From an optimization exercise on the open Yosys and OpenROAD flow, aimed at small area; shortcuts taken in it are not production practice.
The RTL was checked by simulation tests, not by an equivalence proof against the original design.
Power figures rest on the tool's default switching activity, not on a simulated workload.

// VGA_Display
module VGA_Display(input clk, input left, input left_2, input rst, input switch, input AI_switch,
						 output [2:0] R, output [2:0] G, output [1:0] B, output vga_out_vsync, output vga_out_hsync,
						 output reg flag, output [6:0] OUT, output[3:0] EN,
						 input MISO, output SS, output MOSI, output SCLK,
						 input MISO_P2, output SS_P2, output MOSI_P2, output SCLK_P2 ,output test,
						 input fast);
function [15:0] inc16;            
	input [15:0] x;
	reg c; integer i;
	begin
		c = 1'b1;
		for (i = 0; i < 16; i = i + 1) begin
			inc16[i] = x[i] ^ c;
			c = x[i] & c;
		end
	end
endfunction
function [9:0] add10;             
	input [9:0] a, b;
	reg c; integer i;
	begin
		c = 1'b0;
		for (i = 0; i < 10; i = i + 1) begin
			add10[i] = a[i] ^ b[i] ^ c;
			c = (a[i] & b[i]) | (a[i] & c) | (b[i] & c);
		end
	end
endfunction
function geC;                     
	input [9:0] x, k;
	integer i;
	begin
		geC = 1'b1;
		for (i = 0; i < 10; i = i + 1)
			geC = k[i] ? (x[i] & geC) : (x[i] | geC);
	end
endfunction
function leC;                     
	input [9:0] x, k;
	integer i;
	begin
		leC = 1'b1;
		for (i = 0; i < 10; i = i + 1)
			leC = k[i] ? (~x[i] | leC) : (~x[i] & leC);
	end
endfunction
reg [9:0] X, Y;
wire H_MAX = X[9] & X[8] & X[4] & X[2] & X[0];   
wire V_MAX = Y[9] & Y[3] & Y[1] & Y[0];          
always @(posedge clk or posedge rst)
	if (rst) X <= 10'd0;
	else if (H_MAX) X <= 10'd0;
	else X <= inc16({6'd0, X});
always @(posedge clk or posedge rst)
	if (rst) Y <= 10'd0;
	else if (H_MAX) Y <= V_MAX ? 10'd0 : inc16({6'd0, Y});
assign vga_out_hsync = ~(geC(X, 10'd646) && leC(X, 10'd741));
assign vga_out_vsync = ~(geC(Y, 10'd491) && leC(Y, 10'd493));
reg [5:0] gl;
reg [9:0] gh;
wire game_clk = fast ? ((|gh) | (&gl))
                     : ((gh == 10'd400) & gl[4] & gl[2] & gl[1]);
always @(posedge clk or posedge rst)
	if (rst) begin gl <= 6'd0; gh <= 10'd0; end
	else if (game_clk) begin gl <= 6'd0; gh <= 10'd0; end
	else begin
		gl <= inc16({10'd0, gl});
		if (&gl) gh <= {gh[8:0], ~(gh[9] ^ gh[6])};
	end
reg [6:0] pl;
reg [8:0] ph;
wire temp_clk = fast ? ((|ph) | (pl[6] & (pl[5] | pl[4] | (&pl[3:0]))))
                     : ((ph == 9'd380) & pl[6] & pl[5] & pl[2] & pl[1]);
always @(posedge clk or posedge rst)
	if (rst) begin pl <= 7'd0; ph <= 9'd0; end
	else if (temp_clk) begin pl <= 7'd0; ph <= 9'd0; end
	else begin
		pl <= inc16({9'd0, pl});
  ...
For scale: about 190 flip-flops, ~38 I/O pins, about 0.011 mm2 of cells after synthesis.
==> flow/config.mk <==
export PLATFORM = sky130hd
export DESIGN_NAME = VGA_Display
export DESIGN_NICKNAME = VGA_Display
export VERILOG_FILES = /design/flow/design.v
export SDC_FILE = /design/flow/constraint.sdc
export NUM_CORES = 4
export LEC_CHECK = 0
export CAP_MARGIN = 20
export CORE_MARGIN = 2
export CORE_UTILIZATION = 75
export SLEW_MARGIN = 20
==> flow/constraint.sdc <==
create_clock -name core_clock -period 10.0 [get_ports {clk}]
set_input_delay 2.0000 -clock core_clock [delete_from_list [all_inputs] [get_ports {clk}]]
set_output_delay 2.0000 -clock core_clock [all_outputs]
set_load 0.01 [all_outputs]
standard.sh (not shown) runs the stock make flow with config.mk's settings and CLKGATE_MAP_FILE= SYNTH_SCRIPT=/design/flow/synth_recipe.tcl, a recipe that flattens the netlist after the stock synthesis.
==> flow/flow/run.sh <==
#!/bin/bash
# Layout flow: the standard ORFS flow, with changes that only affect
# cell choice:
#  - ABC restructures the logic for fewer nodes (&deepsyn, 2 minutes) and
#    maps it with an area-oriented script (flow/abc_area.script)
#    instead of ORFS's delay-oriented one (registers are mapped before ABC
#    and are untouched by it);
#  - adders are left to ABC (no full/half-adder cell extraction before it);
#  - the input/output port buffers are buf_1 cells;
#  - clock tree synthesis uses clkbuf_8 and adds no dummy loads.
# Each tool's output goes to a log file in this folder.
set -euo pipefail
WORK=$(pwd)
rm -rf "$WORK/scripts_local"
cp -r "$FLOW_HOME/scripts" "$WORK/scripts_local"
cp "$WORK/flow/abc_area.script" "$WORK/scripts_local/abc_speed.script"
bash "$WORK/standard.sh" SCRIPTS_DIR="$WORK/scripts_local" ADDER_MAP_FILE= \
	BUFFER_PORTS_ARGS="-buffer_cell sky130_fd_sc_hd__buf_1" \
	CTS_ARGS="-sink_clustering_enable -repair_clock_nets -dont_use_dummy_load -buf_list sky130_fd_sc_hd__clkbuf_8" finish > "$WORK/flow_make.log" 2>&1
==> flow/flow/abc_area.script <==
strash
&get -n
&fraig -x
&put
scorr
dc2
strash
&get -n
&deepsyn -T 120
&put
strash
&get -n
&dch -f
&nf -R 1000 -p
&put
Next try:
--- a/flow/flow/run.sh
+++ b/flow/flow/run.sh
@@ -19 +19 @@
-	CTS_ARGS="-sink_clustering_enable -repair_clock_nets -dont_use_dummy_load -buf_list sky130_fd_sc_hd__clkbuf_8" finish > "$WORK/flow_make.log" 2>&1
+	CTS_ARGS="-sink_clustering_enable -repair_clock_nets -dont_use_dummy_load -buf_list {sky130_fd_sc_hd__clkbuf_4 sky130_fd_sc_hd__clkbuf_8} -sink_clustering_buffer sky130_fd_sc_hd__clkbuf_4 -sink_clustering_size 6 -sink_clustering_max_diameter 60" finish > "$WORK/flow_make.log" 2>&1
- CORE_UTILIZATION: 75 -> 60
What happened: Worst setup slack degrades by 0.32 ns. Synthesized cell count drops by 0.86%. Cell area stays flat. Routed wire length drops by 0.82%. Register-to-register slack degrades by 0.20 ns.
Next try:
--- a/flow/flow/run.sh
+++ b/flow/flow/run.sh
@@ -19 +19 @@
-	CTS_ARGS="-sink_clustering_enable -repair_clock_nets -dont_use_dummy_load -buf_list {sky130_fd_sc_hd__clkbuf_4 sky130_fd_sc_hd__clkbuf_8} -sink_clustering_buffer sky130_fd_sc_hd__clkbuf_4 -sink_clustering_size 6 -sink_clustering_max_diameter 60" finish > "$WORK/flow_make.log" 2>&1
+	CTS_ARGS="-sink_clustering_enable -repair_clock_nets -dont_use_dummy_load -buf_list {sky130_fd_sc_hd__clkbuf_8 sky130_fd_sc_hd__clkbuf_16}" finish > "$WORK/flow_make.log" 2>&1
- CORE_UTILIZATION: 60 -> 40
=>
- sequential power shrinks by about 6%
- via count grows by 0.72%
- non-clock buffer count is unchanged
- utilization came out lower by 21 points
- first-iteration DRC count climbs by about 24%
- wire length is higher by about 5%
- flip-flop and latch count does not change
- cell area went up by about 3.5%
Next try:
--- a/flow/flow/run.sh
+++ b/flow/flow/run.sh
@@ -4,2 +4 @@
-#  - ABC restructures the logic for fewer nodes (&deepsyn, 2 minutes) and
-#    maps it with an area-oriented script (flow/abc_area.script)
+#  - ABC maps the logic with an area-oriented script (flow/abc_area.script)
@@ -19 +18 @@
-	CTS_ARGS="-sink_clustering_enable -repair_clock_nets -dont_use_dummy_load -buf_list {sky130_fd_sc_hd__clkbuf_8 sky130_fd_sc_hd__clkbuf_16}" finish > "$WORK/flow_make.log" 2>&1
+	CTS_ARGS="-sink_clustering_enable -repair_clock_nets -dont_use_dummy_load -buf_list sky130_fd_sc_hd__clkbuf_8" finish > "$WORK/flow_make.log" 2>&1
==> flow/flow/abc_area.script (replaced) <==
strash
&get -n
&fraig -x
&put
scorr
dc2
strash
&get -n
&syn2
&dch -f
&nf -R 1000 -p
&put
strash
dch -f
&get -n
&nf -R 1000 -p
&put
What happened:
- The new run produced a clean layout
- utilization went down by 0.22 points
- wire length went up by roughly a tenth
- sequential share of layout area went down by 1.5 points

## what the ideal ports hide
The flow's constraints put no driver on any port. The routed layouts listed below were extracted and timed again, unchanged, in two steps.
Step 1 assumes that a clkbuf_16 drives the clock port and a buf_2 every other input.
Step 2 times the ports against the registers' clock, not the clock port: input delays grow and output delays shrink by t, the midpoint of the rising clock arrivals with the driver on.
Three values: ideal, step 1, step 2; two values: the first two.
run	t, ns	slack for setup (ns)	hold slack, ns	worst setup path at the end	clock arrival spread, ns
the first run	0.496	2.917 / 2.875 / 3.371	0.363 / 0.363 / 0.363	register to output	0.040 / 0.040
the second run	0.510	2.598 / 2.553 / 3.063	0.379 / 0.379 / 0.379	register to output	0.037 / 0.037
the third run	0.472	3.040 / 2.991 / 3.463	0.361 / 0.361 / 0.361	register to output	0.037 / 0.037
the fourth run	0.514	1.745 / 1.698 / 2.212	0.385 / 0.385 / 0.385	register to output	0.043 / 0.043
After both steps setup and hold are still met in every run listed.
